Context: an optimization exercise on an open-source flow, tuned for small area. The choices shown serve that exercise and are no tape-out recipe. The RTL was checked by simulation tests, not by an equivalence proof against the original design. No activity file was given, so power comes from the tool's default toggle rates.

== cedar ==
==> flow/design.v <==
module debouncer(
  input clk,
  input PB,              
  output reg PB_state,   
  output PB_state_nx,    
  output PB_fall         
);
  reg PB_sync_0;
  always @(posedge clk) PB_sync_0 <= PB;
  reg PB_sync_1;
  always @(posedge clk) PB_sync_1 <= PB_sync_0;
  wire run = PB_state ^ PB_sync_1;    
  wire term;
  lfsr_cnt16 CNT(clk, run, term);
  assign PB_state_nx = term ? PB_sync_1 : PB_state;
  assign PB_fall = (term & ~PB_sync_1) & PB_state;
  always @(posedge clk) PB_state <= PB_state_nx;
endmodule
module lfsr_cnt16(
  input clk,
  input en,
  output term
);
  reg [15:0] r;
  wire z15 = (r[14:0] == 15'h5555);
  assign term = z15 & ~r[15];
  wire fb = ((r[15] ^ r[12]) ^ (r[14] ^ r[3])) ^ z15;
  always @(posedge clk) begin
    r[0] <= en & ~fb;
    r[15:1] <= en ? ~r[14:0] : 15'h2aaa;
  end
endmodule
module counter4_up(
  input clk,
  input rst,
  input en,
  output reg [3:0] cnt_n
);
  wire c1 = en & ~cnt_n[0];
  wire c2 = c1 & ~cnt_n[1];
  wire c3 = c2 & ~cnt_n[2];
  always @(posedge clk)
    cnt_n <= {rst | (cnt_n[3] ^ c3), rst | (cnt_n[2] ^ c2),
              rst | (cnt_n[1] ^ c1), rst | (cnt_n[0] ^ en)};
endmodule
module hex_to_sseg_case(
  input [3:0] hex,
  output reg [7:0] sseg );
  always @*
  begin
    case(hex)
      4'b0000: sseg = 8'b1100_0000;  
      4'b0001: sseg = 8'b1111_1001;  
      4'b0010: sseg = 8'b1010_0100;  
      4'b0011: sseg = 8'b1011_0000;  
      4'b0100: sseg = 8'b1001_1001;  
      4'b0101: sseg = 8'b1001_0010;  
      4'b0110: sseg = 8'b1000_0010;  
      4'b0111: sseg = 8'b1111_1000;  
      4'b1000: sseg = 8'b1000_0000;  
      4'b1001: sseg = 8'b1001_0000;  
      4'b1010: sseg = 8'b1000_1000;  
      4'b1011: sseg = 8'b1000_0011;  
      4'b1100: sseg = 8'b1100_0110;  
      4'b1101: sseg = 8'b1010_0001;  
      4'b1110: sseg = 8'b1000_0110;  
      default: sseg = 8'b1000_1110;  
    endcase
  end
endmodule
module mux_sseg_4dig(
  input wire clk, reset,
  input [3:0] dig3_n, dig2_n, dig1_n, dig0_n,
  output [3:0] en_dig,
  output [7:0] sseg
  );
  wire wrap;
  lfsr_cnt16 LOW(clk, ~reset, wrap);
  reg [1:0] k;
  always @(posedge clk)
    k <= {~reset & (k[1] ^ (wrap & k[0])), ~reset & (k[0] ^ wrap)};
  assign en_dig = {~(k[1] & k[0]), ~(k[1] & ~k[0]), ~(~k[1] & k[0]), ~(~k[1] & ~k[0])};
  wire [3:0] dsel_n = k[1] ? (k[0] ? dig3_n : dig2_n) : (k[0] ? dig1_n : dig0_n);
  hex_to_sseg_case DEC(~dsel_n, sseg);
endmodule
module tes_mux_sseg_counter4_up(
  input clk,
  input [3:0] btn,
  input reset,
  output [3:0] led,
  output [7:0] sseg,
  output [3:0] en_dig
);
  wire [3:0] cnt0_n, cnt1_n, cnt2_n, cnt3_n;
  wire [3:0] dbtn;
  wire [3:0] dbtn_nx;
  wire [3:0] dbtn_fall;
  wire dreset;
  wire dreset_nx;
  wire dreset_fall;
  debouncer DB0( clk, btn[0], dbtn[0], dbtn_nx[0], dbtn_fall[0] );
  debouncer DB1( clk, btn[1], dbtn[1], dbtn_nx[1], dbtn_fall[1] );
  debouncer DB2( clk, btn[2], dbtn[2], dbtn_nx[2], dbtn_fall[2] );
  debouncer DB3( clk, btn[3], dbtn[3], dbtn_nx[3], dbtn_fall[3] );
  debouncer DBr( clk, reset, dreset, dreset_nx, dreset_fall );
  wire clr = ~dreset | ~dreset_nx;
  counter4_up CNT0( clk, clr, dbtn_fall[0], cnt0_n );
  counter4_up CNT1( clk, clr, dbtn_fall[1], cnt1_n );
  counter4_up CNT2( clk, clr, dbtn_fall[2], cnt2_n );
  counter4_up CNT3( clk, clr, dbtn_fall[3], cnt3_n );
  assign led = cnt0_n;  
  mux_sseg_4dig MUXSSEG( clk, clr, cnt3_n, cnt2_n, cnt1_n, cnt0_n, en_dig, sseg);
endmodule
Settings: LEC_CHECK=0, CAP_MARGIN=20, CORE_MARGIN=2, CORE_UTILIZATION=70, PLACE_DENSITY=0.8, SLEW_MARGIN=20; clock period 10.0 ns.
standard.sh (not shown) runs the stock make flow with config.mk's settings and CLKGATE_MAP_FILE= SYNTH_SCRIPT=/design/flow/synth_recipe.tcl, a recipe that flattens the netlist after the stock synthesis.
==> flow/flow/run.sh <==
#!/bin/bash
# Layout flow: the standard flow (standard.sh, standard synthesis) with
#  - the synthesized netlist's combinational logic re-mapped by ABC with a
#    stronger area script (flow/resynth.tcl); registers, their names and
#    cell types are kept exactly as the standard synthesis made them,
#  - clock tree synthesis without dummy loads,
#  - minimum-size buffers on the ports.
# Each tool's output goes to a log file in this folder (and ORFS's own logs
# under orfs/logs).
set -euo pipefail
W=$(pwd)
R=$W/orfs/results/$FLOW_PLATFORM/tes_mux_sseg_counter4_up/base
CTS="-sink_clustering_enable -repair_clock_nets -dont_use_dummy_load -buf_list sky130_fd_sc_hd__clkbuf_4"
MK=("CTS_ARGS=$CTS" "BUFFER_PORTS_ARGS=-buffer_cell sky130_fd_sc_hd__buf_1")

bash standard.sh "${MK[@]}" synth > standard_synth.log 2>&1
cp $R/1_2_yosys.v $W/standard_1_2_yosys.v

export RS_LIB=$FLOW_HOME/platforms/$FLOW_PLATFORM/lib/sky130_fd_sc_hd__tt_025C_1v80.lib
export RS_TOP=$FLOW_TOP
export RS_DONT_USE="$(cat $W/flow/dont_use.txt)"
export RS_SCRIPT=$W/flow/abc_area.script
export RS_IN=$W/standard_1_2_yosys.v
export RS_OUT=$W/resynth_1_2_yosys.v
export RS_STAT=$W/resynth_stat.txt
yosys -c $W/flow/resynth.tcl > $W/resynth.log 2>&1

cp $RS_OUT $R/1_2_yosys.v
rm -f $R/1_synth.odb $R/1_synth.sdc
bash standard.sh "${MK[@]}" finish > standard.log 2>&1
Other scripts of this flow, unchanged in this note and not shown: flow/flow/abc_area.script, flow/flow/dont_use.txt, flow/flow/resynth.tcl
What pine does differently from cedar at the input level:
--- a/flow/design.v
+++ b/flow/design.v
@@ -18,18 +18,20 @@
 endmodule
 module lfsr_cnt16(
   input clk,
   input en,
   output term
 );
-  reg [15:0] r;
-  wire z15 = (r[14:0] == 15'h5555);
-  assign term = z15 & ~r[15];
-  wire fb = ((r[15] ^ r[12]) ^ (r[14] ^ r[3])) ^ z15;
+  localparam [15:0] P = 16'h5555;        
+  reg  [15:0] r;
+  wire [15:0] t = r ^ P;
+  wire s = (t[14:0] == 15'h0000);
+  assign term = s & ~t[15];
+  wire fb = t[15] ^ ((~t[1] & t[3] & t[4]) | t[14]) ^ s;
   always @(posedge clk) begin
-    r[0] <= en & ~fb;
+    r[0] <= en ? (fb ^ P[0]) : 1'b0;
     r[15:1] <= en ? ~r[14:0] : 15'h2aaa;
   end
 endmodule
 module counter4_up(
   input clk,
   input rst,
[summary]
Final hold slack improves in pine relative to cedar.
First-iteration DRC count ends up lower on pine.
Taking cedar as the reference, in pine count of non-CTS inverters in the layout increased 1, fraction of standard cell area that is sequential increased 0.79 points, internal power of the cells decreased 1.0%, routed wire length essentially unchanged.
pine vs. cedar: final core utilization went down by 0.54 points.
Final instance area shrinks slightly when moving from cedar to pine.
Compared pine vs cedar, and setup slack at placement is down in pine.
Global-route usage on pine is down relative to cedar.
~same detailed placer's ending HPWL in pine and cedar
Per the comparison of pine with cedar, setup slack of the critical path after layout has decreased; net switching power figure now larger.

[static timing again, ports no longer ideal]
No port has a modelled driver above. Below, the same layouts with a new extraction and two added sets of constraints. Step 1 (the two cells are an assumption about what drives the block):
set clk [get_ports {clk}]
set_driving_cell -lib_cell sky130_fd_sc_hd__clkbuf_16 $clk
set_driving_cell -lib_cell sky130_fd_sc_hd__buf_2 [delete_from_list [all_inputs] $clk]
Step 2 moves the port delays by t, midway between the first and last clock arrival at a register: inputs arrive t later, outputs are due t later. That takes back most of the time a late clock gives input paths. a / b / c = ideal / step 1 / step 2; a / b = the first two.
run	t, ns	setup WS [ns]	worst setup path after step 2	slew at the worst register clock pin (ns)	cell pins on the clock port's net
cedar	0.514	5.523 / 5.492 / 6.006	register to output	0.11 / 0.11	1
pine	0.510	5.273 / 5.244 / 5.753	register to output	0.11 / 0.11	1
After both steps setup and hold are still met in every run listed.
